Background: an optimization exercise with open tools, aiming at small area. Do not read the settings as production practice.
Only simulation tests tie the RTL to the original design; equivalence was not proved.
Power is estimated from default activity; no workload was simulated. The clock port is modelled as an ideal driver; clocking choices that lean on that would not hold on a real chip.

## flow/design.v (module list and top-level ports; edited modules follow where they fit)
// module fa: 4 lines
// module ha: 4 lines
// module ppb: 3 lines
// module mac0: 273 lines
// module mac: 306 lines
// module mack: 331 lines
// module mux: 7 lines
// module register: 8 lines
// module shift_reg: 17 lines
// module max_data: 15 lines
// module conv_final: 86 lines
// module max_pooling: 30 lines
// module cnn_layer1: 34 lines
module cnn_layer1 (
    input          clk,
    input          reset,
    input  [15:0]  pxl_in,
    input          i_data_valid,
    input  [143:0] i_kernel_data,
    output [15:0]  conv_out,
    output         conv_valid,
    output [15:0]  pool_out,
    output         pool_valid
);
  // ...
==> flow/run.sh <==
#!/bin/bash
# synth_recipe.tcl (not shown) runs the flow's synth.tcl, then flattens the netlist and writes it again
# the make line also repeats each setting of config.mk as NAME=value (left out here)
make -C /OpenROAD-flow-scripts/flow DESIGN_CONFIG=/design/flow/config.mk WORK_HOME=/design/flow/orfs CLKGATE_MAP_FILE= SYNTH_SCRIPT=/design/flow/synth_recipe.tcl finish
==> flow/config.mk <==
export PLATFORM = sky130hd
export DESIGN_NAME = cnn_layer1
export DESIGN_NICKNAME = cnn_layer1
export VERILOG_FILES = /design/flow/design.v
export SDC_FILE = /design/flow/constraint.sdc
export NUM_CORES = 4
export LEC_CHECK = 0
export CAP_MARGIN = 20
export CORE_MARGIN = 2
export CORE_UTILIZATION = 40
export SLEW_MARGIN = 20
export SYNTH_HIERARCHICAL = 1
==> flow/constraint.sdc <==
create_clock -name core_clock -period 8.0 [get_ports {clk}]
set_input_delay 1.6000 -clock core_clock [delete_from_list [all_inputs] [get_ports {clk}]]
set_output_delay 1.6000 -clock core_clock [all_outputs]
set_load 0.01 [all_outputs]
==> insert_results.sql, run 1 <==
INSERT INTO impl_metrics (metric_group, metric, value, unit) VALUES
('sta', 'setup_tns', '0', 'ns'),
('floorplan', 'ioPinCount', '197', ''),
('clocking', 'clkSinkCount', '1257', ''),
('synth', 'mappedNetlistArea', '0.0488', 'mm2'),
('synth', 'part_of_the_yosys_area_used_for_sequential_elements', '51.6', '%'),
('drt', 'average_detailed_routed_wire_length_per_instance', '25.0', 'um'),
('global_route', 'grt_start_max_net_pins', '64', ''),
('setup_path', 'timing.critical_path.depth', '22', ''),
('drt', 'routed_metal_1_wire_length', '57.6', 'mm'),
('job', 'drv_cap', '0', ''),
('setup_path', 'worstRegToRegCells', '21', ''),
('global_route', 'busiest_layer', 'met2', ''),
('setup_path', 'cp_slowest_stage_delay', '0.55', 'ns'),
('layout', 'mostFrequentLayoutCells', 'dfxtp_1 (1255), a222oi_1 (648), fa_1 (490)', ''),
('synth', 'synth_top_family_by_area', 'adder cells', ''),
('synth', 'post_synth_edffs', '0', ''),
('layout', 'layout.filler_cells', '10700', ''),
('power', 'pwr-share-clk', '24.3', '%'),
('setup_path', 'critical_path_arrival', '8.04', 'ns'),
('setup_path', 'r2r_start', 'C1.sel_l', ''),
('layout', 'multi_input_cells', '2019', ''),
('layout', 'largest_cell_class', 'registers', ''),
('drt', 'drt.antenna.violating_nets', '0', ''),
('setup_path', 'worst_reg2reg_endpoint', 'C1.r_20.out[15]', ''),
('global_route', 'met1_usage', '30.8', '%'),
('layout', 'reg_top3', 'C1.row_1.sr (400), C1.row_2.sr (400), MP1.Q.sr (224)', ''),
('layout', 'area_growth', '19.2', '%'),
('layout', 'sequential_cell_total', '1257', ''),
('status', 'outcome', 'complete, no violations', '');
==> module mac0, before the edit <==
module mac0 (input [15:0] x, input [15:0] x3, input [15:0] w, output [15:0] out);
    wire s1_0 = w[0] & ~w[1];
    wire s2_0 = ~w[0] & w[1];
    wire s3_0 = w[0] & w[1];
    wire s1_1 = w[2] & ~w[3];
    wire s2_1 = ~w[2] & w[3];
    wire s3_1 = w[2] & w[3];
    wire s1_2 = w[4] & ~w[5];
    wire s2_2 = ~w[4] & w[5];
    wire s3_2 = w[4] & w[5];
    wire s1_3 = w[6] & ~w[7];
    wire s2_3 = ~w[6] & w[7];
    wire s3_3 = w[6] & w[7];
    wire s1_4 = w[8] & ~w[9];
    wire s2_4 = ~w[8] & w[9];
    wire s3_4 = w[8] & w[9];
    wire s1_5 = w[10] & ~w[11];
    wire s2_5 = ~w[10] & w[11];
    wire s3_5 = w[10] & w[11];
    wire s1_6 = w[12] & ~w[13];
    wire s2_6 = ~w[12] & w[13];
    wire s3_6 = w[12] & w[13];
    wire s1_7 = w[14] & ~w[15];
    wire s2_7 = ~w[14] & w[15];
    wire s3_7 = w[14] & w[15];
    ppb up0_0 (.s1(s1_0), .a(x[0]), .s2(s2_0), .b(1'b0), .s3(s3_0), .c(x3[0]), .y(out[0]));
    ppb up0_1 (.s1(s1_0), .a(x[1]), .s2(s2_0), .b(x[0]), .s3(s3_0), .c(x3[1]), .y(out[1]));
    wire p0_2;
    ppb up0_2 (.s1(s1_0), .a(x[2]), .s2(s2_0), .b(x[1]), .s3(s3_0), .c(x3[2]), .y(p0_2));
    wire p0_3;
    ppb up0_3 (.s1(s1_0), .a(x[3]), .s2(s2_0), .b(x[2]), .s3(s3_0), .c(x3[3]), .y(p0_3));
    wire p0_4;
    ppb up0_4 (.s1(s1_0), .a(x[4]), .s2(s2_0), .b(x[3]), .s3(s3_0), .c(x3[4]), .y(p0_4));
    wire p0_5;
    ppb up0_5 (.s1(s1_0), .a(x[5]), .s2(s2_0), .b(x[4]), .s3(s3_0), .c(x3[5]), .y(p0_5));
    wire p0_6;
    ppb up0_6 (.s1(s1_0), .a(x[6]), .s2(s2_0), .b(x[5]), .s3(s3_0), .c(x3[6]), .y(p0_6));
    wire p0_7;
    ppb up0_7 (.s1(s1_0), .a(x[7]), .s2(s2_0), .b(x[6]), .s3(s3_0), .c(x3[7]), .y(p0_7));
    wire p0_8;
    ppb up0_8 (.s1(s1_0), .a(x[8]), .s2(s2_0), .b(x[7]), .s3(s3_0), .c(x3[8]), .y(p0_8));
    wire p0_9;
    ppb up0_9 (.s1(s1_0), .a(x[9]), .s2(s2_0), .b(x[8]), .s3(s3_0), .c(x3[9]), .y(p0_9));
    wire p0_10;
    ppb up0_10 (.s1(s1_0), .a(x[10]), .s2(s2_0), .b(x[9]), .s3(s3_0), .c(x3[10]), .y(p0_10));
    wire p0_11;
    ppb up0_11 (.s1(s1_0), .a(x[11]), .s2(s2_0), .b(x[10]), .s3(s3_0), .c(x3[11]), .y(p0_11));
    wire p0_12;
    ppb up0_12 (.s1(s1_0), .a(x[12]), .s2(s2_0), .b(x[11]), .s3(s3_0), .c(x3[12]), .y(p0_12));
    wire p0_13;
    ppb up0_13 (.s1(s1_0), .a(x[13]), .s2(s2_0), .b(x[12]), .s3(s3_0), .c(x3[13]), .y(p0_13));
    wire p0_14;
    ppb up0_14 (.s1(s1_0), .a(x[14]), .s2(s2_0), .b(x[13]), .s3(s3_0), .c(x3[14]), .y(p0_14));
    wire p0_15;
    ppb up0_15 (.s1(s1_0), .a(x[15]), .s2(s2_0), .b(x[14]), .s3(s3_0), .c(x3[15]), .y(p0_15));
    wire p1_2;
    ppb up1_2 (.s1(s1_1), .a(x[0]), .s2(s2_1), .b(1'b0), .s3(s3_1), .c(x3[0]), .y(p1_2));
    wire p1_3;
    ppb up1_3 (.s1(s1_1), .a(x[1]), .s2(s2_1), .b(x[0]), .s3(s3_1), .c(x3[1]), .y(p1_3));
    wire p1_4;
    ppb up1_4 (.s1(s1_1), .a(x[2]), .s2(s2_1), .b(x[1]), .s3(s3_1), .c(x3[2]), .y(p1_4));
    wire p1_5;
    ppb up1_5 (.s1(s1_1), .a(x[3]), .s2(s2_1), .b(x[2]), .s3(s3_1), .c(x3[3]), .y(p1_5));
    wire p1_6;
    ppb up1_6 (.s1(s1_1), .a(x[4]), .s2(s2_1), .b(x[3]), .s3(s3_1), .c(x3[4]), .y(p1_6));
    wire p1_7;
    ppb up1_7 (.s1(s1_1), .a(x[5]), .s2(s2_1), .b(x[4]), .s3(s3_1), .c(x3[5]), .y(p1_7));
    wire p1_8;
    ppb up1_8 (.s1(s1_1), .a(x[6]), .s2(s2_1), .b(x[5]), .s3(s3_1), .c(x3[6]), .y(p1_8));
    wire p1_9;
    ppb up1_9 (.s1(s1_1), .a(x[7]), .s2(s2_1), .b(x[6]), .s3(s3_1), .c(x3[7]), .y(p1_9));
    wire p1_10;
    ppb up1_10 (.s1(s1_1), .a(x[8]), .s2(s2_1), .b(x[7]), .s3(s3_1), .c(x3[8]), .y(p1_10));
    wire p1_11;
    ppb up1_11 (.s1(s1_1), .a(x[9]), .s2(s2_1), .b(x[8]), .s3(s3_1), .c(x3[9]), .y(p1_11));
    wire p1_12;
    ppb up1_12 (.s1(s1_1), .a(x[10]), .s2(s2_1), .b(x[9]), .s3(s3_1), .c(x3[10]), .y(p1_12));
    wire p1_13;
    ppb up1_13 (.s1(s1_1), .a(x[11]), .s2(s2_1), .b(x[10]), .s3(s3_1), .c(x3[11]), .y(p1_13));
    wire p1_14;
    ppb up1_14 (.s1(s1_1), .a(x[12]), .s2(s2_1), .b(x[11]), .s3(s3_1), .c(x3[12]), .y(p1_14));
    wire p1_15;
    ppb up1_15 (.s1(s1_1), .a(x[13]), .s2(s2_1), .b(x[12]), .s3(s3_1), .c(x3[13]), .y(p1_15));
    wire p2_4;
    ppb up2_4 (.s1(s1_2), .a(x[0]), .s2(s2_2), .b(1'b0), .s3(s3_2), .c(x3[0]), .y(p2_4));
    wire p2_5;
    ppb up2_5 (.s1(s1_2), .a(x[1]), .s2(s2_2), .b(x[0]), .s3(s3_2), .c(x3[1]), .y(p2_5));
    wire p2_6;
    ppb up2_6 (.s1(s1_2), .a(x[2]), .s2(s2_2), .b(x[1]), .s3(s3_2), .c(x3[2]), .y(p2_6));
    wire p2_7;
    ppb up2_7 (.s1(s1_2), .a(x[3]), .s2(s2_2), .b(x[2]), .s3(s3_2), .c(x3[3]), .y(p2_7));
    wire p2_8;
    ppb up2_8 (.s1(s1_2), .a(x[4]), .s2(s2_2), .b(x[3]), .s3(s3_2), .c(x3[4]), .y(p2_8));
    wire p2_9;
    ppb up2_9 (.s1(s1_2), .a(x[5]), .s2(s2_2), .b(x[4]), .s3(s3_2), .c(x3[5]), .y(p2_9));
    wire p2_10;
    ppb up2_10 (.s1(s1_2), .a(x[6]), .s2(s2_2), .b(x[5]), .s3(s3_2), .c(x3[6]), .y(p2_10));
    wire p2_11;
    ppb up2_11 (.s1(s1_2), .a(x[7]), .s2(s2_2), .b(x[6]), .s3(s3_2), .c(x3[7]), .y(p2_11));
    wire p2_12;
    ppb up2_12 (.s1(s1_2), .a(x[8]), .s2(s2_2), .b(x[7]), .s3(s3_2), .c(x3[8]), .y(p2_12));
    wire p2_13;
    ppb up2_13 (.s1(s1_2), .a(x[9]), .s2(s2_2), .b(x[8]), .s3(s3_2), .c(x3[9]), .y(p2_13));
    wire p2_14;
    ppb up2_14 (.s1(s1_2), .a(x[10]), .s2(s2_2), .b(x[9]), .s3(s3_2), .c(x3[10]), .y(p2_14));
    wire p2_15;
    ppb up2_15 (.s1(s1_2), .a(x[11]), .s2(s2_2), .b(x[10]), .s3(s3_2), .c(x3[11]), .y(p2_15));
    wire p3_6;
    ppb up3_6 (.s1(s1_3), .a(x[0]), .s2(s2_3), .b(1'b0), .s3(s3_3), .c(x3[0]), .y(p3_6));
    wire p3_7;
    ppb up3_7 (.s1(s1_3), .a(x[1]), .s2(s2_3), .b(x[0]), .s3(s3_3), .c(x3[1]), .y(p3_7));
    wire p3_8;
    ppb up3_8 (.s1(s1_3), .a(x[2]), .s2(s2_3), .b(x[1]), .s3(s3_3), .c(x3[2]), .y(p3_8));
    wire p3_9;
    ppb up3_9 (.s1(s1_3), .a(x[3]), .s2(s2_3), .b(x[2]), .s3(s3_3), .c(x3[3]), .y(p3_9));
    wire p3_10;
    ppb up3_10 (.s1(s1_3), .a(x[4]), .s2(s2_3), .b(x[3]), .s3(s3_3), .c(x3[4]), .y(p3_10));
    wire p3_11;
    ppb up3_11 (.s1(s1_3), .a(x[5]), .s2(s2_3), .b(x[4]), .s3(s3_3), .c(x3[5]), .y(p3_11));
    wire p3_12;
    ppb up3_12 (.s1(s1_3), .a(x[6]), .s2(s2_3), .b(x[5]), .s3(s3_3), .c(x3[6]), .y(p3_12));
    wire p3_13;
    ppb up3_13 (.s1(s1_3), .a(x[7]), .s2(s2_3), .b(x[6]), .s3(s3_3), .c(x3[7]), .y(p3_13));
    wire p3_14;
    ppb up3_14 (.s1(s1_3), .a(x[8]), .s2(s2_3), .b(x[7]), .s3(s3_3), .c(x3[8]), .y(p3_14));
    wire p3_15;
    ppb up3_15 (.s1(s1_3), .a(x[9]), .s2(s2_3), .b(x[8]), .s3(s3_3), .c(x3[9]), .y(p3_15));
    wire p4_8;
    ppb up4_8 (.s1(s1_4), .a(x[0]), .s2(s2_4), .b(1'b0), .s3(s3_4), .c(x3[0]), .y(p4_8));
    wire p4_9;
    ppb up4_9 (.s1(s1_4), .a(x[1]), .s2(s2_4), .b(x[0]), .s3(s3_4), .c(x3[1]), .y(p4_9));
    wire p4_10;
    ppb up4_10 (.s1(s1_4), .a(x[2]), .s2(s2_4), .b(x[1]), .s3(s3_4), .c(x3[2]), .y(p4_10));
    wire p4_11;
    ppb up4_11 (.s1(s1_4), .a(x[3]), .s2(s2_4), .b(x[2]), .s3(s3_4), .c(x3[3]), .y(p4_11));
    wire p4_12;
    ppb up4_12 (.s1(s1_4), .a(x[4]), .s2(s2_4), .b(x[3]), .s3(s3_4), .c(x3[4]), .y(p4_12));
    wire p4_13;
    ppb up4_13 (.s1(s1_4), .a(x[5]), .s2(s2_4), .b(x[4]), .s3(s3_4), .c(x3[5]), .y(p4_13));
    wire p4_14;
    ppb up4_14 (.s1(s1_4), .a(x[6]), .s2(s2_4), .b(x[5]), .s3(s3_4), .c(x3[6]), .y(p4_14));
    wire p4_15;
    ppb up4_15 (.s1(s1_4), .a(x[7]), .s2(s2_4), .b(x[6]), .s3(s3_4), .c(x3[7]), .y(p4_15));
    wire p5_10;
    ppb up5_10 (.s1(s1_5), .a(x[0]), .s2(s2_5), .b(1'b0), .s3(s3_5), .c(x3[0]), .y(p5_10));
    wire p5_11;
    ppb up5_11 (.s1(s1_5), .a(x[1]), .s2(s2_5), .b(x[0]), .s3(s3_5), .c(x3[1]), .y(p5_11));
    wire p5_12;
    ppb up5_12 (.s1(s1_5), .a(x[2]), .s2(s2_5), .b(x[1]), .s3(s3_5), .c(x3[2]), .y(p5_12));
    wire p5_13;
    ppb up5_13 (.s1(s1_5), .a(x[3]), .s2(s2_5), .b(x[2]), .s3(s3_5), .c(x3[3]), .y(p5_13));
    wire p5_14;
    ppb up5_14 (.s1(s1_5), .a(x[4]), .s2(s2_5), .b(x[3]), .s3(s3_5), .c(x3[4]), .y(p5_14));
    wire p5_15;
    ppb up5_15 (.s1(s1_5), .a(x[5]), .s2(s2_5), .b(x[4]), .s3(s3_5), .c(x3[5]), .y(p5_15));
    wire p6_12;
    ppb up6_12 (.s1(s1_6), .a(x[0]), .s2(s2_6), .b(1'b0), .s3(s3_6), .c(x3[0]), .y(p6_12));
    wire p6_13;
    ppb up6_13 (.s1(s1_6), .a(x[1]), .s2(s2_6), .b(x[0]), .s3(s3_6), .c(x3[1]), .y(p6_13));
    wire p6_14;
    ppb up6_14 (.s1(s1_6), .a(x[2]), .s2(s2_6), .b(x[1]), .s3(s3_6), .c(x3[2]), .y(p6_14));
    wire p6_15;
    ppb up6_15 (.s1(s1_6), .a(x[3]), .s2(s2_6), .b(x[2]), .s3(s3_6), .c(x3[3]), .y(p6_15));
    wire p7_14;
    ppb up7_14 (.s1(s1_7), .a(x[0]), .s2(s2_7), .b(1'b0), .s3(s3_7), .c(x3[0]), .y(p7_14));
    wire p7_15;
    ppb up7_15 (.s1(s1_7), .a(x[1]), .s2(s2_7), .b(x[0]), .s3(s3_7), .c(x3[1]), .y(p7_15));
    wire t2;
    ha ut1 (.a(p0_2), .b(p1_2), .s(out[2]), .co(t2));
    wire t4;
    fa ut3 (.a(p0_3), .b(p1_3), .c(t2), .s(out[3]), .co(t4));
    wire t5, t6;
    fa ut5 (.a(p0_4), .b(p1_4), .c(p2_4), .s(t5), .co(t6));
    wire t8;
    ha ut7 (.a(t5), .b(t4), .s(out[4]), .co(t8));
    wire t9, t10;
    fa ut9 (.a(p0_5), .b(p1_5), .c(p2_5), .s(t9), .co(t10));
    wire t12;
    fa ut11 (.a(t6), .b(t9), .c(t8), .s(out[5]), .co(t12));
    wire t13, t14;
    fa ut13 (.a(p0_6), .b(p1_6), .c(p2_6), .s(t13), .co(t14));
    wire t15, t16;
    fa ut15 (.a(p3_6), .b(t10), .c(t13), .s(t15), .co(t16));
    wire t18;
    ha ut17 (.a(t15), .b(t12), .s(out[6]), .co(t18));
    wire t19, t20;
    fa ut19 (.a(p0_7), .b(p1_7), .c(p2_7), .s(t19), .co(t20));
    wire t21, t22;
    fa ut21 (.a(p3_7), .b(t14), .c(t19), .s(t21), .co(t22));
    wire t24;
    fa ut23 (.a(t16), .b(t21), .c(t18), .s(out[7]), .co(t24));
    wire t25, t26;
    fa ut25 (.a(p0_8), .b(p1_8), .c(p2_8), .s(t25), .co(t26));
    wire t27, t28;
    fa ut27 (.a(p3_8), .b(p4_8), .c(t20), .s(t27), .co(t28));
    wire t29, t30;
    fa ut29 (.a(t25), .b(t27), .c(t22), .s(t29), .co(t30));
    wire t32;
    ha ut31 (.a(t29), .b(t24), .s(out[8]), .co(t32));
    wire t33, t34;
    fa ut33 (.a(p0_9), .b(p1_9), .c(p2_9), .s(t33), .co(t34));
    wire t35, t36;
    fa ut35 (.a(p3_9), .b(p4_9), .c(t26), .s(t35), .co(t36));
    wire t37, t38;
    fa ut37 (.a(t33), .b(t28), .c(t35), .s(t37), .co(t38));
    wire t40;
    fa ut39 (.a(t30), .b(t37), .c(t32), .s(out[9]), .co(t40));
    wire t41, t42;
    fa ut41 (.a(p0_10), .b(p1_10), .c(p2_10), .s(t41), .co(t42));
    wire t43, t44;
    fa ut43 (.a(p3_10), .b(p4_10), .c(p5_10), .s(t43), .co(t44));
    wire t45, t46;
    fa ut45 (.a(t34), .b(t41), .c(t43), .s(t45), .co(t46));
    wire t47, t48;
    fa ut47 (.a(t36), .b(t45), .c(t38), .s(t47), .co(t48));
    wire t50;
    ha ut49 (.a(t47), .b(t40), .s(out[10]), .co(t50));
    wire t51, t52;
    fa ut51 (.a(p0_11), .b(p1_11), .c(p2_11), .s(t51), .co(t52));
    wire t53, t54;
    fa ut53 (.a(p3_11), .b(p4_11), .c(p5_11), .s(t53), .co(t54));
    wire t55, t56;
    fa ut55 (.a(t42), .b(t44), .c(t51), .s(t55), .co(t56));
    wire t57, t58;
    fa ut57 (.a(t53), .b(t46), .c(t55), .s(t57), .co(t58));
    wire t60;
    fa ut59 (.a(t57), .b(t48), .c(t50), .s(out[11]), .co(t60));
    wire t61, t62;
    fa ut61 (.a(p0_12), .b(p1_12), .c(p2_12), .s(t61), .co(t62));
    wire t63, t64;
    fa ut63 (.a(p3_12), .b(p4_12), .c(p5_12), .s(t63), .co(t64));
    wire t65, t66;
    fa ut65 (.a(p6_12), .b(t52), .c(t54), .s(t65), .co(t66));
    wire t67, t68;
    fa ut67 (.a(t61), .b(t63), .c(t65), .s(t67), .co(t68));
    wire t69, t70;
    fa ut69 (.a(t56), .b(t58), .c(t67), .s(t69), .co(t70));
    wire t72;
    ha ut71 (.a(t69), .b(t60), .s(out[12]), .co(t72));
    wire t73, t74;
    fa ut73 (.a(p0_13), .b(p1_13), .c(p2_13), .s(t73), .co(t74));
    wire t75, t76;
    fa ut75 (.a(p3_13), .b(p4_13), .c(p5_13), .s(t75), .co(t76));
    wire t77, t78;
    fa ut77 (.a(p6_13), .b(t62), .c(t64), .s(t77), .co(t78));
    wire t79, t80;
    fa ut79 (.a(t73), .b(t75), .c(t66), .s(t79), .co(t80));
    wire t81, t82;
    fa ut81 (.a(t77), .b(t68), .c(t79), .s(t81), .co(t82));
    wire t84;
    fa ut83 (.a(t70), .b(t81), .c(t72), .s(out[13]), .co(t84));
    wire t85, t86;
    fa ut85 (.a(p0_14), .b(p1_14), .c(p2_14), .s(t85), .co(t86));
    wire t87, t88;
    fa ut87 (.a(p3_14), .b(p4_14), .c(p5_14), .s(t87), .co(t88));
    wire t89, t90;
    fa ut89 (.a(p6_14), .b(p7_14), .c(t74), .s(t89), .co(t90));
    wire t91, t92;
    fa ut91 (.a(t76), .b(t85), .c(t87), .s(t91), .co(t92));
    wire t93, t94;
    fa ut93 (.a(t78), .b(t89), .c(t91), .s(t93), .co(t94));
    wire t95, t96;
    fa ut95 (.a(t80), .b(t93), .c(t82), .s(t95), .co(t96));
    wire t98;
    ha ut97 (.a(t95), .b(t84), .s(out[14]), .co(t98));
    wire t99 = p0_15 ^ p1_15 ^ p2_15;
    wire t100 = p3_15 ^ p4_15 ^ p5_15;
    wire t101 = p6_15 ^ p7_15 ^ t86;
    wire t102 = t88 ^ t100 ^ t99;
    wire t103 = t90 ^ t101 ^ t92;
    wire t104 = t102 ^ t94 ^ t103;
    assign out[15] = t104 ^ t96 ^ t98;
endmodule
==> module mac, before the edit <==
module mac (input [15:0] x, input [15:0] x3, input [15:0] w, input [15:0] acc, output [15:0] out);
    wire s1_0 = w[0] & ~w[1];
    wire s2_0 = ~w[0] & w[1];
    wire s3_0 = w[0] & w[1];
    wire s1_1 = w[2] & ~w[3];
    wire s2_1 = ~w[2] & w[3];
    wire s3_1 = w[2] & w[3];
    wire s1_2 = w[4] & ~w[5];
    wire s2_2 = ~w[4] & w[5];
    wire s3_2 = w[4] & w[5];
    wire s1_3 = w[6] & ~w[7];
    wire s2_3 = ~w[6] & w[7];
    wire s3_3 = w[6] & w[7];
    wire s1_4 = w[8] & ~w[9];
    wire s2_4 = ~w[8] & w[9];
    wire s3_4 = w[8] & w[9];
    wire s1_5 = w[10] & ~w[11];
    wire s2_5 = ~w[10] & w[11];
    wire s3_5 = w[10] & w[11];
    wire s1_6 = w[12] & ~w[13];
    wire s2_6 = ~w[12] & w[13];
    wire s3_6 = w[12] & w[13];
    wire s1_7 = w[14] & ~w[15];
    wire s2_7 = ~w[14] & w[15];
    wire s3_7 = w[14] & w[15];
    wire p0_0;
    ppb up0_0 (.s1(s1_0), .a(x[0]), .s2(s2_0), .b(1'b0), .s3(s3_0), .c(x3[0]), .y(p0_0));
    wire p0_1;
    ppb up0_1 (.s1(s1_0), .a(x[1]), .s2(s2_0), .b(x[0]), .s3(s3_0), .c(x3[1]), .y(p0_1));
    wire p0_2;
    ppb up0_2 (.s1(s1_0), .a(x[2]), .s2(s2_0), .b(x[1]), .s3(s3_0), .c(x3[2]), .y(p0_2));
    wire p0_3;
    ppb up0_3 (.s1(s1_0), .a(x[3]), .s2(s2_0), .b(x[2]), .s3(s3_0), .c(x3[3]), .y(p0_3));
    wire p0_4;
    ppb up0_4 (.s1(s1_0), .a(x[4]), .s2(s2_0), .b(x[3]), .s3(s3_0), .c(x3[4]), .y(p0_4));
    wire p0_5;
    ppb up0_5 (.s1(s1_0), .a(x[5]), .s2(s2_0), .b(x[4]), .s3(s3_0), .c(x3[5]), .y(p0_5));
    wire p0_6;
    ppb up0_6 (.s1(s1_0), .a(x[6]), .s2(s2_0), .b(x[5]), .s3(s3_0), .c(x3[6]), .y(p0_6));
    wire p0_7;
    ppb up0_7 (.s1(s1_0), .a(x[7]), .s2(s2_0), .b(x[6]), .s3(s3_0), .c(x3[7]), .y(p0_7));
    wire p0_8;
    ppb up0_8 (.s1(s1_0), .a(x[8]), .s2(s2_0), .b(x[7]), .s3(s3_0), .c(x3[8]), .y(p0_8));
    wire p0_9;
    ppb up0_9 (.s1(s1_0), .a(x[9]), .s2(s2_0), .b(x[8]), .s3(s3_0), .c(x3[9]), .y(p0_9));
    wire p0_10;
    ppb up0_10 (.s1(s1_0), .a(x[10]), .s2(s2_0), .b(x[9]), .s3(s3_0), .c(x3[10]), .y(p0_10));
    wire p0_11;
    ppb up0_11 (.s1(s1_0), .a(x[11]), .s2(s2_0), .b(x[10]), .s3(s3_0), .c(x3[11]), .y(p0_11));
    wire p0_12;
    ppb up0_12 (.s1(s1_0), .a(x[12]), .s2(s2_0), .b(x[11]), .s3(s3_0), .c(x3[12]), .y(p0_12));
    wire p0_13;
    ppb up0_13 (.s1(s1_0), .a(x[13]), .s2(s2_0), .b(x[12]), .s3(s3_0), .c(x3[13]), .y(p0_13));
    wire p0_14;
    ppb up0_14 (.s1(s1_0), .a(x[14]), .s2(s2_0), .b(x[13]), .s3(s3_0), .c(x3[14]), .y(p0_14));
    wire p0_15;
    ppb up0_15 (.s1(s1_0), .a(x[15]), .s2(s2_0), .b(x[14]), .s3(s3_0), .c(x3[15]), .y(p0_15));
    wire p1_2;
    ppb up1_2 (.s1(s1_1), .a(x[0]), .s2(s2_1), .b(1'b0), .s3(s3_1), .c(x3[0]), .y(p1_2));
    wire p1_3;
    ppb up1_3 (.s1(s1_1), .a(x[1]), .s2(s2_1), .b(x[0]), .s3(s3_1), .c(x3[1]), .y(p1_3));
    wire p1_4;
    ppb up1_4 (.s1(s1_1), .a(x[2]), .s2(s2_1), .b(x[1]), .s3(s3_1), .c(x3[2]), .y(p1_4));
    wire p1_5;
    ppb up1_5 (.s1(s1_1), .a(x[3]), .s2(s2_1), .b(x[2]), .s3(s3_1), .c(x3[3]), .y(p1_5));
    wire p1_6;
    ppb up1_6 (.s1(s1_1), .a(x[4]), .s2(s2_1), .b(x[3]), .s3(s3_1), .c(x3[4]), .y(p1_6));
    wire p1_7;
    ppb up1_7 (.s1(s1_1), .a(x[5]), .s2(s2_1), .b(x[4]), .s3(s3_1), .c(x3[5]), .y(p1_7));
    wire p1_8;
    ppb up1_8 (.s1(s1_1), .a(x[6]), .s2(s2_1), .b(x[5]), .s3(s3_1), .c(x3[6]), .y(p1_8));
    wire p1_9;
    ppb up1_9 (.s1(s1_1), .a(x[7]), .s2(s2_1), .b(x[6]), .s3(s3_1), .c(x3[7]), .y(p1_9));
    wire p1_10;
    ppb up1_10 (.s1(s1_1), .a(x[8]), .s2(s2_1), .b(x[7]), .s3(s3_1), .c(x3[8]), .y(p1_10));
    wire p1_11;
    ppb up1_11 (.s1(s1_1), .a(x[9]), .s2(s2_1), .b(x[8]), .s3(s3_1), .c(x3[9]), .y(p1_11));
    wire p1_12;
    ppb up1_12 (.s1(s1_1), .a(x[10]), .s2(s2_1), .b(x[9]), .s3(s3_1), .c(x3[10]), .y(p1_12));
    wire p1_13;
    ppb up1_13 (.s1(s1_1), .a(x[11]), .s2(s2_1), .b(x[10]), .s3(s3_1), .c(x3[11]), .y(p1_13));
    wire p1_14;
    ppb up1_14 (.s1(s1_1), .a(x[12]), .s2(s2_1), .b(x[11]), .s3(s3_1), .c(x3[12]), .y(p1_14));
    wire p1_15;
    ppb up1_15 (.s1(s1_1), .a(x[13]), .s2(s2_1), .b(x[12]), .s3(s3_1), .c(x3[13]), .y(p1_15));
    wire p2_4;
    ppb up2_4 (.s1(s1_2), .a(x[0]), .s2(s2_2), .b(1'b0), .s3(s3_2), .c(x3[0]), .y(p2_4));
    wire p2_5;
    ppb up2_5 (.s1(s1_2), .a(x[1]), .s2(s2_2), .b(x[0]), .s3(s3_2), .c(x3[1]), .y(p2_5));
    wire p2_6;
    ppb up2_6 (.s1(s1_2), .a(x[2]), .s2(s2_2), .b(x[1]), .s3(s3_2), .c(x3[2]), .y(p2_6));
    wire p2_7;
    ppb up2_7 (.s1(s1_2), .a(x[3]), .s2(s2_2), .b(x[2]), .s3(s3_2), .c(x3[3]), .y(p2_7));
    wire p2_8;
    ppb up2_8 (.s1(s1_2), .a(x[4]), .s2(s2_2), .b(x[3]), .s3(s3_2), .c(x3[4]), .y(p2_8));
    wire p2_9;
    ppb up2_9 (.s1(s1_2), .a(x[5]), .s2(s2_2), .b(x[4]), .s3(s3_2), .c(x3[5]), .y(p2_9));
    wire p2_10;
    ppb up2_10 (.s1(s1_2), .a(x[6]), .s2(s2_2), .b(x[5]), .s3(s3_2), .c(x3[6]), .y(p2_10));
    wire p2_11;
    ppb up2_11 (.s1(s1_2), .a(x[7]), .s2(s2_2), .b(x[6]), .s3(s3_2), .c(x3[7]), .y(p2_11));
    wire p2_12;
    ppb up2_12 (.s1(s1_2), .a(x[8]), .s2(s2_2), .b(x[7]), .s3(s3_2), .c(x3[8]), .y(p2_12));
    wire p2_13;
    ppb up2_13 (.s1(s1_2), .a(x[9]), .s2(s2_2), .b(x[8]), .s3(s3_2), .c(x3[9]), .y(p2_13));
    wire p2_14;
    ppb up2_14 (.s1(s1_2), .a(x[10]), .s2(s2_2), .b(x[9]), .s3(s3_2), .c(x3[10]), .y(p2_14));
    wire p2_15;
    ppb up2_15 (.s1(s1_2), .a(x[11]), .s2(s2_2), .b(x[10]), .s3(s3_2), .c(x3[11]), .y(p2_15));
    wire p3_6;
    ppb up3_6 (.s1(s1_3), .a(x[0]), .s2(s2_3), .b(1'b0), .s3(s3_3), .c(x3[0]), .y(p3_6));
    wire p3_7;
    ppb up3_7 (.s1(s1_3), .a(x[1]), .s2(s2_3), .b(x[0]), .s3(s3_3), .c(x3[1]), .y(p3_7));
    wire p3_8;
    ppb up3_8 (.s1(s1_3), .a(x[2]), .s2(s2_3), .b(x[1]), .s3(s3_3), .c(x3[2]), .y(p3_8));
    wire p3_9;
    ppb up3_9 (.s1(s1_3), .a(x[3]), .s2(s2_3), .b(x[2]), .s3(s3_3), .c(x3[3]), .y(p3_9));
    wire p3_10;
    ppb up3_10 (.s1(s1_3), .a(x[4]), .s2(s2_3), .b(x[3]), .s3(s3_3), .c(x3[4]), .y(p3_10));
    wire p3_11;
    ppb up3_11 (.s1(s1_3), .a(x[5]), .s2(s2_3), .b(x[4]), .s3(s3_3), .c(x3[5]), .y(p3_11));
    wire p3_12;
    ppb up3_12 (.s1(s1_3), .a(x[6]), .s2(s2_3), .b(x[5]), .s3(s3_3), .c(x3[6]), .y(p3_12));
    wire p3_13;
    ppb up3_13 (.s1(s1_3), .a(x[7]), .s2(s2_3), .b(x[6]), .s3(s3_3), .c(x3[7]), .y(p3_13));
    wire p3_14;
    ppb up3_14 (.s1(s1_3), .a(x[8]), .s2(s2_3), .b(x[7]), .s3(s3_3), .c(x3[8]), .y(p3_14));
    wire p3_15;
    ppb up3_15 (.s1(s1_3), .a(x[9]), .s2(s2_3), .b(x[8]), .s3(s3_3), .c(x3[9]), .y(p3_15));
    wire p4_8;
    ppb up4_8 (.s1(s1_4), .a(x[0]), .s2(s2_4), .b(1'b0), .s3(s3_4), .c(x3[0]), .y(p4_8));
    wire p4_9;
    ppb up4_9 (.s1(s1_4), .a(x[1]), .s2(s2_4), .b(x[0]), .s3(s3_4), .c(x3[1]), .y(p4_9));
    wire p4_10;
    ppb up4_10 (.s1(s1_4), .a(x[2]), .s2(s2_4), .b(x[1]), .s3(s3_4), .c(x3[2]), .y(p4_10));
    wire p4_11;
    ppb up4_11 (.s1(s1_4), .a(x[3]), .s2(s2_4), .b(x[2]), .s3(s3_4), .c(x3[3]), .y(p4_11));
    wire p4_12;
    ppb up4_12 (.s1(s1_4), .a(x[4]), .s2(s2_4), .b(x[3]), .s3(s3_4), .c(x3[4]), .y(p4_12));
    wire p4_13;
    ppb up4_13 (.s1(s1_4), .a(x[5]), .s2(s2_4), .b(x[4]), .s3(s3_4), .c(x3[5]), .y(p4_13));
    wire p4_14;
    ppb up4_14 (.s1(s1_4), .a(x[6]), .s2(s2_4), .b(x[5]), .s3(s3_4), .c(x3[6]), .y(p4_14));
    wire p4_15;
    ppb up4_15 (.s1(s1_4), .a(x[7]), .s2(s2_4), .b(x[6]), .s3(s3_4), .c(x3[7]), .y(p4_15));
    wire p5_10;
    ppb up5_10 (.s1(s1_5), .a(x[0]), .s2(s2_5), .b(1'b0), .s3(s3_5), .c(x3[0]), .y(p5_10));
    wire p5_11;
    ppb up5_11 (.s1(s1_5), .a(x[1]), .s2(s2_5), .b(x[0]), .s3(s3_5), .c(x3[1]), .y(p5_11));
    wire p5_12;
    ppb up5_12 (.s1(s1_5), .a(x[2]), .s2(s2_5), .b(x[1]), .s3(s3_5), .c(x3[2]), .y(p5_12));
    wire p5_13;
    ppb up5_13 (.s1(s1_5), .a(x[3]), .s2(s2_5), .b(x[2]), .s3(s3_5), .c(x3[3]), .y(p5_13));
    wire p5_14;
    ppb up5_14 (.s1(s1_5), .a(x[4]), .s2(s2_5), .b(x[3]), .s3(s3_5), .c(x3[4]), .y(p5_14));
    wire p5_15;
    ppb up5_15 (.s1(s1_5), .a(x[5]), .s2(s2_5), .b(x[4]), .s3(s3_5), .c(x3[5]), .y(p5_15));
    wire p6_12;
    ppb up6_12 (.s1(s1_6), .a(x[0]), .s2(s2_6), .b(1'b0), .s3(s3_6), .c(x3[0]), .y(p6_12));
    wire p6_13;
    ppb up6_13 (.s1(s1_6), .a(x[1]), .s2(s2_6), .b(x[0]), .s3(s3_6), .c(x3[1]), .y(p6_13));
    wire p6_14;
    ppb up6_14 (.s1(s1_6), .a(x[2]), .s2(s2_6), .b(x[1]), .s3(s3_6), .c(x3[2]), .y(p6_14));
    wire p6_15;
    ppb up6_15 (.s1(s1_6), .a(x[3]), .s2(s2_6), .b(x[2]), .s3(s3_6), .c(x3[3]), .y(p6_15));
    wire p7_14;
    ppb up7_14 (.s1(s1_7), .a(x[0]), .s2(s2_7), .b(1'b0), .s3(s3_7), .c(x3[0]), .y(p7_14));
    wire p7_15;
    ppb up7_15 (.s1(s1_7), .a(x[1]), .s2(s2_7), .b(x[0]), .s3(s3_7), .c(x3[1]), .y(p7_15));
    wire t2;
    ha ut1 (.a(acc[0]), .b(p0_0), .s(out[0]), .co(t2));
    wire t4;
    fa ut3 (.a(acc[1]), .b(p0_1), .c(t2), .s(out[1]), .co(t4));
    wire t5, t6;
    fa ut5 (.a(acc[2]), .b(p0_2), .c(p1_2), .s(t5), .co(t6));
    wire t8;
    ha ut7 (.a(t5), .b(t4), .s(out[2]), .co(t8));
    wire t9, t10;
    fa ut9 (.a(acc[3]), .b(p0_3), .c(p1_3), .s(t9), .co(t10));
    wire t12;
    fa ut11 (.a(t6), .b(t9), .c(t8), .s(out[3]), .co(t12));
    wire t13, t14;
    fa ut13 (.a(acc[4]), .b(p0_4), .c(p1_4), .s(t13), .co(t14));
    wire t15, t16;
    fa ut15 (.a(p2_4), .b(t10), .c(t13), .s(t15), .co(t16));
    wire t18;
    ha ut17 (.a(t15), .b(t12), .s(out[4]), .co(t18));
    wire t19, t20;
    fa ut19 (.a(acc[5]), .b(p0_5), .c(p1_5), .s(t19), .co(t20));
    wire t21, t22;
    fa ut21 (.a(p2_5), .b(t14), .c(t19), .s(t21), .co(t22));
    wire t24;
    fa ut23 (.a(t16), .b(t21), .c(t18), .s(out[5]), .co(t24));
    wire t25, t26;
    fa ut25 (.a(acc[6]), .b(p0_6), .c(p1_6), .s(t25), .co(t26));
    wire t27, t28;
    fa ut27 (.a(p2_6), .b(p3_6), .c(t20), .s(t27), .co(t28));
    wire t29, t30;
    fa ut29 (.a(t25), .b(t27), .c(t22), .s(t29), .co(t30));
    wire t32;
    ha ut31 (.a(t29), .b(t24), .s(out[6]), .co(t32));
    wire t33, t34;
    fa ut33 (.a(acc[7]), .b(p0_7), .c(p1_7), .s(t33), .co(t34));
    wire t35, t36;
    fa ut35 (.a(p2_7), .b(p3_7), .c(t26), .s(t35), .co(t36));
    wire t37, t38;
    fa ut37 (.a(t33), .b(t28), .c(t35), .s(t37), .co(t38));
    wire t40;
    fa ut39 (.a(t30), .b(t37), .c(t32), .s(out[7]), .co(t40));
    wire t41, t42;
    fa ut41 (.a(acc[8]), .b(p0_8), .c(p1_8), .s(t41), .co(t42));
    wire t43, t44;
    fa ut43 (.a(p2_8), .b(p3_8), .c(p4_8), .s(t43), .co(t44));
    wire t45, t46;
    fa ut45 (.a(t34), .b(t41), .c(t43), .s(t45), .co(t46));
    wire t47, t48;
    fa ut47 (.a(t36), .b(t45), .c(t38), .s(t47), .co(t48));
    wire t50;
    ha ut49 (.a(t47), .b(t40), .s(out[8]), .co(t50));
    wire t51, t52;
    fa ut51 (.a(acc[9]), .b(p0_9), .c(p1_9), .s(t51), .co(t52));
    wire t53, t54;
    fa ut53 (.a(p2_9), .b(p3_9), .c(p4_9), .s(t53), .co(t54));
    wire t55, t56;
    fa ut55 (.a(t42), .b(t44), .c(t51), .s(t55), .co(t56));
    wire t57, t58;
    fa ut57 (.a(t53), .b(t46), .c(t55), .s(t57), .co(t58));
    wire t60;
    fa ut59 (.a(t57), .b(t48), .c(t50), .s(out[9]), .co(t60));
    wire t61, t62;
    fa ut61 (.a(acc[10]), .b(p0_10), .c(p1_10), .s(t61), .co(t62));
    wire t63, t64;
    fa ut63 (.a(p2_10), .b(p3_10), .c(p4_10), .s(t63), .co(t64));
    wire t65, t66;
    fa ut65 (.a(p5_10), .b(t52), .c(t54), .s(t65), .co(t66));
    wire t67, t68;
    fa ut67 (.a(t61), .b(t63), .c(t65), .s(t67), .co(t68));
    wire t69, t70;
    fa ut69 (.a(t56), .b(t58), .c(t67), .s(t69), .co(t70));
    wire t72;
    ha ut71 (.a(t69), .b(t60), .s(out[10]), .co(t72));
    wire t73, t74;
    fa ut73 (.a(acc[11]), .b(p0_11), .c(p1_11), .s(t73), .co(t74));
    wire t75, t76;
    fa ut75 (.a(p2_11), .b(p3_11), .c(p4_11), .s(t75), .co(t76));
    wire t77, t78;
    fa ut77 (.a(p5_11), .b(t62), .c(t64), .s(t77), .co(t78));
    wire t79, t80;
    fa ut79 (.a(t73), .b(t75), .c(t66), .s(t79), .co(t80));
    wire t81, t82;
    fa ut81 (.a(t77), .b(t68), .c(t79), .s(t81), .co(t82));
    wire t84;
    fa ut83 (.a(t70), .b(t81), .c(t72), .s(out[11]), .co(t84));
    wire t85, t86;
    fa ut85 (.a(acc[12]), .b(p0_12), .c(p1_12), .s(t85), .co(t86));
    wire t87, t88;
    fa ut87 (.a(p2_12), .b(p3_12), .c(p4_12), .s(t87), .co(t88));
    wire t89, t90;
    fa ut89 (.a(p5_12), .b(p6_12), .c(t74), .s(t89), .co(t90));
    wire t91, t92;
    fa ut91 (.a(t76), .b(t85), .c(t87), .s(t91), .co(t92));
    wire t93, t94;
    fa ut93 (.a(t78), .b(t89), .c(t91), .s(t93), .co(t94));
    wire t95, t96;
    fa ut95 (.a(t80), .b(t93), .c(t82), .s(t95), .co(t96));
    wire t98;
    ha ut97 (.a(t95), .b(t84), .s(out[12]), .co(t98));
    wire t99, t100;
    fa ut99 (.a(acc[13]), .b(p0_13), .c(p1_13), .s(t99), .co(t100));
    wire t101, t102;
    fa ut101 (.a(p2_13), .b(p3_13), .c(p4_13), .s(t101), .co(t102));
    wire t103, t104;
    fa ut103 (.a(p5_13), .b(p6_13), .c(t86), .s(t103), .co(t104));
    wire t105, t106;
    fa ut105 (.a(t88), .b(t101), .c(t99), .s(t105), .co(t106));
    wire t107, t108;
    fa ut107 (.a(t90), .b(t103), .c(t92), .s(t107), .co(t108));
    wire t109, t110;
    fa ut109 (.a(t105), .b(t94), .c(t107), .s(t109), .co(t110));
    wire t112;
    fa ut111 (.a(t109), .b(t96), .c(t98), .s(out[13]), .co(t112));
    wire t113, t114;
    fa ut113 (.a(acc[14]), .b(p0_14), .c(p1_14), .s(t113), .co(t114));
    wire t115, t116;
    fa ut115 (.a(p2_14), .b(p3_14), .c(p4_14), .s(t115), .co(t116));
    wire t117, t118;
    fa ut117 (.a(p5_14), .b(p6_14), .c(p7_14), .s(t117), .co(t118));
    wire t119, t120;
    fa ut119 (.a(t100), .b(t102), .c(t113), .s(t119), .co(t120));
    wire t121, t122;
    fa ut121 (.a(t115), .b(t117), .c(t104), .s(t121), .co(t122));
    wire t123, t124;
    fa ut123 (.a(t106), .b(t119), .c(t108), .s(t123), .co(t124));
    wire t125, t126;
    fa ut125 (.a(t121), .b(t110), .c(t123), .s(t125), .co(t126));
    wire t128;
    ha ut127 (.a(t125), .b(t112), .s(out[14]), .co(t128));
    wire t129 = acc[15] ^ p0_15 ^ p1_15;
    wire t130 = p2_15 ^ p3_15 ^ p4_15;
    wire t131 = p5_15 ^ p6_15 ^ p7_15;
    wire t132 = t114 ^ t116 ^ t118;
    wire t133 = t129 ^ t130 ^ t131;
    wire t134 = t132 ^ t120 ^ t133;
    wire t135 = t122 ^ t134 ^ t124;
    assign out[15] = t126 ^ t135 ^ t128;
endmodule
==> run 2, diff against run 1 <==
--- a/flow/design.v
+++ b/flow/design.v
@@ -37,3 +37,3 @@
     wire s3_7 = w[14] & w[15];
-    ppb up0_0 (.s1(s1_0), .a(x[0]), .s2(s2_0), .b(1'b0), .s3(s3_0), .c(x3[0]), .y(out[0]));
+    assign out[0] = ~((s1_0 & x[0]) | (s3_0 & x3[0]));
     ppb up0_1 (.s1(s1_0), .a(x[1]), .s2(s2_0), .b(x[0]), .s3(s3_0), .c(x3[1]), .y(out[1]));
@@ -67,4 +67,3 @@
     ppb up0_15 (.s1(s1_0), .a(x[15]), .s2(s2_0), .b(x[14]), .s3(s3_0), .c(x3[15]), .y(p0_15));
-    wire p1_2;
-    ppb up1_2 (.s1(s1_1), .a(x[0]), .s2(s2_1), .b(1'b0), .s3(s3_1), .c(x3[0]), .y(p1_2));
+    wire p1_2 = ~((s1_1 & x[0]) | (s3_1 & x3[0]));
     wire p1_3;
@@ -95,4 +94,3 @@
     ppb up1_15 (.s1(s1_1), .a(x[13]), .s2(s2_1), .b(x[12]), .s3(s3_1), .c(x3[13]), .y(p1_15));
-    wire p2_4;
-    ppb up2_4 (.s1(s1_2), .a(x[0]), .s2(s2_2), .b(1'b0), .s3(s3_2), .c(x3[0]), .y(p2_4));
+    wire p2_4 = ~((s1_2 & x[0]) | (s3_2 & x3[0]));
     wire p2_5;
@@ -119,4 +117,3 @@
     ppb up2_15 (.s1(s1_2), .a(x[11]), .s2(s2_2), .b(x[10]), .s3(s3_2), .c(x3[11]), .y(p2_15));
-    wire p3_6;
-    ppb up3_6 (.s1(s1_3), .a(x[0]), .s2(s2_3), .b(1'b0), .s3(s3_3), .c(x3[0]), .y(p3_6));
+    wire p3_6 = ~((s1_3 & x[0]) | (s3_3 & x3[0]));
     wire p3_7;
@@ -139,4 +136,3 @@
     ppb up3_15 (.s1(s1_3), .a(x[9]), .s2(s2_3), .b(x[8]), .s3(s3_3), .c(x3[9]), .y(p3_15));
-    wire p4_8;
-    ppb up4_8 (.s1(s1_4), .a(x[0]), .s2(s2_4), .b(1'b0), .s3(s3_4), .c(x3[0]), .y(p4_8));
+    wire p4_8 = ~((s1_4 & x[0]) | (s3_4 & x3[0]));
     wire p4_9;
@@ -155,4 +151,3 @@
     ppb up4_15 (.s1(s1_4), .a(x[7]), .s2(s2_4), .b(x[6]), .s3(s3_4), .c(x3[7]), .y(p4_15));
-    wire p5_10;
-    ppb up5_10 (.s1(s1_5), .a(x[0]), .s2(s2_5), .b(1'b0), .s3(s3_5), .c(x3[0]), .y(p5_10));
+    wire p5_10 = ~((s1_5 & x[0]) | (s3_5 & x3[0]));
     wire p5_11;
@@ -167,4 +162,3 @@
     ppb up5_15 (.s1(s1_5), .a(x[5]), .s2(s2_5), .b(x[4]), .s3(s3_5), .c(x3[5]), .y(p5_15));
-    wire p6_12;
-    ppb up6_12 (.s1(s1_6), .a(x[0]), .s2(s2_6), .b(1'b0), .s3(s3_6), .c(x3[0]), .y(p6_12));
+    wire p6_12 = ~((s1_6 & x[0]) | (s3_6 & x3[0]));
     wire p6_13;
@@ -175,4 +169,3 @@
     ppb up6_15 (.s1(s1_6), .a(x[3]), .s2(s2_6), .b(x[2]), .s3(s3_6), .c(x3[3]), .y(p6_15));
-    wire p7_14;
-    ppb up7_14 (.s1(s1_7), .a(x[0]), .s2(s2_7), .b(1'b0), .s3(s3_7), .c(x3[0]), .y(p7_14));
+    wire p7_14 = ~((s1_7 & x[0]) | (s3_7 & x3[0]));
     wire p7_15;
@@ -310,4 +303,3 @@
     wire s3_7 = w[14] & w[15];
-    wire p0_0;
-    ppb up0_0 (.s1(s1_0), .a(x[0]), .s2(s2_0), .b(1'b0), .s3(s3_0), .c(x3[0]), .y(p0_0));
+    wire p0_0 = ~((s1_0 & x[0]) | (s3_0 & x3[0]));
     wire p0_1;
@@ -342,4 +334,3 @@
     ppb up0_15 (.s1(s1_0), .a(x[15]), .s2(s2_0), .b(x[14]), .s3(s3_0), .c(x3[15]), .y(p0_15));
-    wire p1_2;
-    ppb up1_2 (.s1(s1_1), .a(x[0]), .s2(s2_1), .b(1'b0), .s3(s3_1), .c(x3[0]), .y(p1_2));
+    wire p1_2 = ~((s1_1 & x[0]) | (s3_1 & x3[0]));
     wire p1_3;
@@ -370,4 +361,3 @@
     ppb up1_15 (.s1(s1_1), .a(x[13]), .s2(s2_1), .b(x[12]), .s3(s3_1), .c(x3[13]), .y(p1_15));
-    wire p2_4;
-    ppb up2_4 (.s1(s1_2), .a(x[0]), .s2(s2_2), .b(1'b0), .s3(s3_2), .c(x3[0]), .y(p2_4));
+    wire p2_4 = ~((s1_2 & x[0]) | (s3_2 & x3[0]));
     wire p2_5;
@@ -394,4 +384,3 @@
     ppb up2_15 (.s1(s1_2), .a(x[11]), .s2(s2_2), .b(x[10]), .s3(s3_2), .c(x3[11]), .y(p2_15));
-    wire p3_6;
-    ppb up3_6 (.s1(s1_3), .a(x[0]), .s2(s2_3), .b(1'b0), .s3(s3_3), .c(x3[0]), .y(p3_6));
+    wire p3_6 = ~((s1_3 & x[0]) | (s3_3 & x3[0]));
     wire p3_7;
@@ -414,4 +403,3 @@
     ppb up3_15 (.s1(s1_3), .a(x[9]), .s2(s2_3), .b(x[8]), .s3(s3_3), .c(x3[9]), .y(p3_15));
-    wire p4_8;
-    ppb up4_8 (.s1(s1_4), .a(x[0]), .s2(s2_4), .b(1'b0), .s3(s3_4), .c(x3[0]), .y(p4_8));
+    wire p4_8 = ~((s1_4 & x[0]) | (s3_4 & x3[0]));
     wire p4_9;
@@ -430,4 +418,3 @@
     ppb up4_15 (.s1(s1_4), .a(x[7]), .s2(s2_4), .b(x[6]), .s3(s3_4), .c(x3[7]), .y(p4_15));
-    wire p5_10;
-    ppb up5_10 (.s1(s1_5), .a(x[0]), .s2(s2_5), .b(1'b0), .s3(s3_5), .c(x3[0]), .y(p5_10));
+    wire p5_10 = ~((s1_5 & x[0]) | (s3_5 & x3[0]));
     wire p5_11;
@@ -442,4 +429,3 @@
     ppb up5_15 (.s1(s1_5), .a(x[5]), .s2(s2_5), .b(x[4]), .s3(s3_5), .c(x3[5]), .y(p5_15));
-    wire p6_12;
-    ppb up6_12 (.s1(s1_6), .a(x[0]), .s2(s2_6), .b(1'b0), .s3(s3_6), .c(x3[0]), .y(p6_12));
+    wire p6_12 = ~((s1_6 & x[0]) | (s3_6 & x3[0]));
     wire p6_13;
@@ -450,4 +436,3 @@
     ppb up6_15 (.s1(s1_6), .a(x[3]), .s2(s2_6), .b(x[2]), .s3(s3_6), .c(x3[3]), .y(p6_15));
-    wire p7_14;
-    ppb up7_14 (.s1(s1_7), .a(x[0]), .s2(s2_7), .b(1'b0), .s3(s3_7), .c(x3[0]), .y(p7_14));
+    wire p7_14 = ~((s1_7 & x[0]) | (s3_7 & x3[0]));
     wire p7_15;
@@ -616,4 +601,3 @@
     wire s3_7 = w[14] & w[15];
-    wire p0_0;
-    ppb up0_0 (.s1(s1_0), .a(x[0]), .s2(s2_0), .b(1'b0), .s3(s3_0), .c(x3[0]), .y(p0_0));
+    wire p0_0 = ~((s1_0 & x[0]) | (s3_0 & x3[0]));
     wire p0_1;
@@ -648,4 +632,3 @@
     ppb up0_15 (.s1(s1_0), .a(x[15]), .s2(s2_0), .b(x[14]), .s3(s3_0), .c(x3[15]), .y(p0_15));
-    wire p1_2;
-    ppb up1_2 (.s1(s1_1), .a(x[0]), .s2(s2_1), .b(1'b0), .s3(s3_1), .c(x3[0]), .y(p1_2));
+    wire p1_2 = ~((s1_1 & x[0]) | (s3_1 & x3[0]));
     wire p1_3;
@@ -676,4 +659,3 @@
     ppb up1_15 (.s1(s1_1), .a(x[13]), .s2(s2_1), .b(x[12]), .s3(s3_1), .c(x3[13]), .y(p1_15));
-    wire p2_4;
-    ppb up2_4 (.s1(s1_2), .a(x[0]), .s2(s2_2), .b(1'b0), .s3(s3_2), .c(x3[0]), .y(p2_4));
+    wire p2_4 = ~((s1_2 & x[0]) | (s3_2 & x3[0]));
     wire p2_5;
@@ -700,4 +682,3 @@
     ppb up2_15 (.s1(s1_2), .a(x[11]), .s2(s2_2), .b(x[10]), .s3(s3_2), .c(x3[11]), .y(p2_15));
-    wire p3_6;
-    ppb up3_6 (.s1(s1_3), .a(x[0]), .s2(s2_3), .b(1'b0), .s3(s3_3), .c(x3[0]), .y(p3_6));
+    wire p3_6 = ~((s1_3 & x[0]) | (s3_3 & x3[0]));
     wire p3_7;
@@ -720,4 +701,3 @@
     ppb up3_15 (.s1(s1_3), .a(x[9]), .s2(s2_3), .b(x[8]), .s3(s3_3), .c(x3[9]), .y(p3_15));
-    wire p4_8;
-    ppb up4_8 (.s1(s1_4), .a(x[0]), .s2(s2_4), .b(1'b0), .s3(s3_4), .c(x3[0]), .y(p4_8));
+    wire p4_8 = ~((s1_4 & x[0]) | (s3_4 & x3[0]));
     wire p4_9;
@@ -736,4 +716,3 @@
     ppb up4_15 (.s1(s1_4), .a(x[7]), .s2(s2_4), .b(x[6]), .s3(s3_4), .c(x3[7]), .y(p4_15));
-    wire p5_10;
-    ppb up5_10 (.s1(s1_5), .a(x[0]), .s2(s2_5), .b(1'b0), .s3(s3_5), .c(x3[0]), .y(p5_10));
+    wire p5_10 = ~((s1_5 & x[0]) | (s3_5 & x3[0]));
     wire p5_11;
@@ -748,4 +727,3 @@
     ppb up5_15 (.s1(s1_5), .a(x[5]), .s2(s2_5), .b(x[4]), .s3(s3_5), .c(x3[5]), .y(p5_15));
-    wire p6_12;
-    ppb up6_12 (.s1(s1_6), .a(x[0]), .s2(s2_6), .b(1'b0), .s3(s3_6), .c(x3[0]), .y(p6_12));
+    wire p6_12 = ~((s1_6 & x[0]) | (s3_6 & x3[0]));
     wire p6_13;
@@ -756,4 +734,3 @@
     ppb up6_15 (.s1(s1_6), .a(x[3]), .s2(s2_6), .b(x[2]), .s3(s3_6), .c(x3[3]), .y(p6_15));
-    wire p7_14;
-    ppb up7_14 (.s1(s1_7), .a(x[0]), .s2(s2_7), .b(1'b0), .s3(s3_7), .c(x3[0]), .y(p7_14));
+    wire p7_14 = ~((s1_7 & x[0]) | (s3_7 & x3[0]));
     wire p7_15;
==> flow/flow/run.sh (new file) <==
#!/bin/bash
# Layout flow: the standard flow (standard.sh, unchanged synthesis), with
#  - the input and output port buffers made of the smallest buffer, and
#  - a clock tree without dummy loads, larger sink clusters.
# make's output goes to standard.log here; ORFS keeps each step's log under
# orfs/logs.
set -euo pipefail
export BUFFER_PORTS_ARGS="-buffer_cell sky130_fd_sc_hd__buf_1"
export CTS_ARGS="-sink_clustering_enable -repair_clock_nets -dont_use_dummy_load -sink_clustering_size 30 -sink_clustering_max_diameter 120 -buf_list {sky130_fd_sc_hd__clkbuf_8 sky130_fd_sc_hd__clkbuf_16}"
bash standard.sh finish > standard.log 2>&1
==> flow/standard.sh (new file) <==
#!/bin/bash
# synth_recipe.tcl (not shown) runs the flow's synth.tcl, then flattens the netlist and writes it again
# the make line also repeats each setting of config.mk as NAME=value (left out here)
make -C /OpenROAD-flow-scripts/flow DESIGN_CONFIG=/design/flow/config.mk WORK_HOME=/design/flow/orfs CLKGATE_MAP_FILE= SYNTH_SCRIPT=/design/flow/synth_recipe.tcl "${@:-finish}"
--- a/flow/config.mk
+++ b/flow/config.mk
@@ -8,2 +8,3 @@
 export CAP_MARGIN = 20
+export CELL_PAD_IN_SITES_DETAIL_PLACEMENT = 1
 export CORE_MARGIN = 2
removed: flow/run.sh
==> run 2 against run 1 <==
Still clean on timing, DRC and antenna. Wire length increased by 3.6%. Global-route usage increased by 0.77 points. Register-to-register slack about the same. Final cell count decreased by 3.5%. Power decreased by 14%. Critical endpoint is now C1.r_22.out[15]. Largest cell class unchanged. Largest power group unchanged. Highest routed layer unchanged.
==> insert_results.sql, run 2 <==
INSERT INTO impl_metrics (metric_group, metric, value, unit) VALUES
('placed_design', 'place.port_buffers', '196', ''),
('sta', 'setup_tns', '0', 'ns'),
('setup_path', 'worstPathRequired', '8.54', 'ns'),
('sta', 'rsz0062_at_grt', 'no', ''),
('layout', 'layout_cell_share_with_drive_strength_beyond_1', '9.25', '%'),
('synth', 'yosysMostFrequentCell', 'dfxtp_1', ''),
('synth', 'part_of_the_yosys_area_used_for_sequential_elements', '51.3', '%'),
('global_route', 'global_route.usage.total', '22.7', '%'),
('synth', 'syn-mean-instance-area', '14.5', 'um2'),
('setup_path', 'r2r_start', 'C1.sel_r', ''),
('job', 'drv_cap', '0', ''),
('global_route', 'total_congestion_overflow', '0', ''),
('placed_design', 'placedCellCount', '5317', ''),
('setup_path', 'critical_path_arrival', '7.62', 'ns'),
('floorplan', 'ioPinCount', '197', ''),
('synth', 'top_cells_by_area_in_the_synthesized_netlist', 'dfxtp_1 (51%), fa_1 (20%), a222oi_1 (12%)', ''),
('layout', 'mostFrequentLayoutCells', 'dfxtp_1 (1255), a222oi_1 (576), fa_1 (490)', ''),
('synth', 'mappedNetlistArea', '0.0491', 'mm2'),
('synth', 'netlist.area_leader.share', '51.3', '%'),
('global_route', 'busiest_layer', 'met2', ''),
('sta', 'pin_slew_with_the_least_headroom_to_its_limit', '1.17', 'ns'),
('setup_path', 'worst_reg2reg_endpoint', 'C1.r_22.out[15]', ''),
('setup_path', 'critPathLaunchType', 'flip-flop', ''),
('drt', 'drt.antenna.violating_nets', '0', ''),
('power', 'pwr-share-clk', '14.4', '%'),
('layout', 'reg_top3', 'C1.row_1.sr (400), C1.row_2.sr (400), MP1.Q.sr (224)', ''),
('drt', 'detail_route.drc_violations', '0', ''),
('layout', 'layout.filler_cells', '12400', ''),
('placed_design', 'place_congestion', '0.930', ''),
('floorplan', 'coreArea', '0.122', 'mm2'),
('global_route', 'met1_usage', '29.8', '%'),
('sta', 'maxClockFrequency', '141', 'MHz'),
('status', 'outcome', 'complete, no violations', ''),
('global_route', 'met2_usage', '35.7', '%'),
('drt', 'average_detailed_routed_wire_length_per_instance', '26.8', 'um'),
('synth', 'synth_top_family_by_area', 'adder cells', ''),
('synth', 'post_synth_edffs', '0', ''),
('clocking', 'cts_htree_levels', '2', ''),
('clocking', 'clkSinkCount', '1257', ''),
('hold_path', 'timing.hold.worst_path_depth', '0', ''),
('floorplan', 'initial_utilization', '40.3', '%'),
('setup_path', 'worstRegToRegCells', '21', ''),
('global_route', 'grt_antenna_before_repair', '51', ''),
('setup_path', 'critPathCaptureType', 'flip-flop', ''),
('synth', 'yosys-mux-area-fraction', '3.14', '%'),
('sta', 'number_of_pins_exceeding_their_max_slew_limit_in_the_final_report', '0', ''),
('global_route', 'grt_start_max_net_pins', '73', ''),
('layout', 'area_growth', '9.81', '%');
## run 2: cell count changes after synthesis
cell and delta:
a222oi_1 -72, mux2_2 +72, nand2_1 +72, conb_1 -9
## run 2: routing by layer
metal | vias to the layer above | wire, um | part of all wire [%]
li1 | 13600 | - | -
met1 | 16000 | 56000 | 39
met2 | 2061 | 65400 | 45
met3 | 336 | 17700 | 12
met4 | 36 | 5020 | 3.5
met5 | - | 226 | 0.16
## run 2: modules after synthesis (local to each module, per instance), a selection
module	times used	flops+latches	area, um2
max_data	2	0	543
fa	489	0	20.0
register	9	16	320
ha	71	0	12.5
mac	7	0	415
mack	1	0	786
mac0	1	0	408
ppb	576	0	10.0
mux	4	0	126
## run 2: power by group through the flow
stage / registers, uW / logic [uW] / clock network (uW)
6_report: 10400 / 6770 / 2880
5_1_grt: 10700 / 7450 / 3230
4_1_cts: 10500 / 6800 / 3000
3_5_place_dp: 10600 / 6690 / 0
3_3_place_gp: 10400 / 6580 / 0
2_1_floorplan: 10100 / 4100 / 0
## run 2: layout make-up
class	count	area share (%)
inverters	102	0.710
clock buffers	50	2.32
diodes	17	0.0789
repair buffers	314	3.01
multi-input cells	2019	43.4
well taps	1625	3.77
flip-flops and latches	1257	46.7
## run 2: how the worst max path moves through the flow
stage | end | slack [ns] | cells past startpoint
floorplan | C1.r_22.out[15] | 0.61 | 22
global placement | C1.r_01.out[15] | 0.45 | 21
detailed placement | C1.r_01.out[15] | 0.30 | 21
CTS | C1.r_22.out[15] | 0.91 | 21
global route | C1.r_22.out[15] | 0.65 | 21
finish | C1.r_22.out[15] | 0.92 | 21
## run 2: cells by family after synthesis
family / Yosys count
AOI/OAI and AO/OA: 647
xor gates and xnor gates: 146
adders and majority gates: 601
buffers and inverters: 116
DFF: 1257
muxes: 126
and+or+nand+nor: 499
## run 2: critical path, stage by stage (launching register included)
cell and delay, ns:
dfxtp_1 0.71, and2_2 0.56, buf_4 0.41, mux2_2 0.22
nand2_1 0.09, fa_1 0.55, fa_1 0.44, ha_1 0.21
fa_1 0.37, ha_1 0.21, fa_1 0.38, ha_1 0.20
fa_1 0.37, ha_1 0.20, fa_1 0.36, ha_1 0.20
fa_1 0.38, ha_1 0.21, xnor2_1 0.25, xnor2_2 0.16
xnor3_1 0.34, xnor2_1 0.14
## run 2: metrics by stage
stage,setup slack [ns],hold slack [ns],total power [uW],area [um2],util (%)
2_1_floorplan,0.614,0.310,14200,49100,-
3_3_place_gp,0.446,0.309,17000,52600,43.2
3_5_place_dp,0.302,0.313,17300,52600,43.2
4_1_cts,0.907,0.278,20300,53900,44.2
5_1_grt,0.650,0.274,21400,53900,44.3
6_report,0.916,0.278,20000,53900,44.3

re-timing with driven ports:
The results above use ideal ports. As a check the final layouts listed here were re-extracted and re-timed, cells and wires unchanged. Step 1 sets driving cells, clkbuf_16 on the clock port and buf_2 on the other inputs (assumed; they add their load-dependent delay and slew). Step 2 times the ports against the registers' clock, not the clock port: input delays grow and output delays shrink by t, the midpoint of the rising clock arrivals with the driver on. a / b / c = ideal / step 1 / step 2; a / b = the first two.
run	shift t [ns]	setup WS [ns]	worst data-port slew with drivers (ns)
run 1	0.756	0.549 / 0.597 / -0.159	0.17
run 2	0.700	0.916 / 0.916 / 0.292	0.19
With both steps, setup timing fails in run 1, where it was met with ideal ports. For run 1, which loses most, drivers alone change the setup slack by +0.048 ns; drivers and shift together by -0.708 ns.
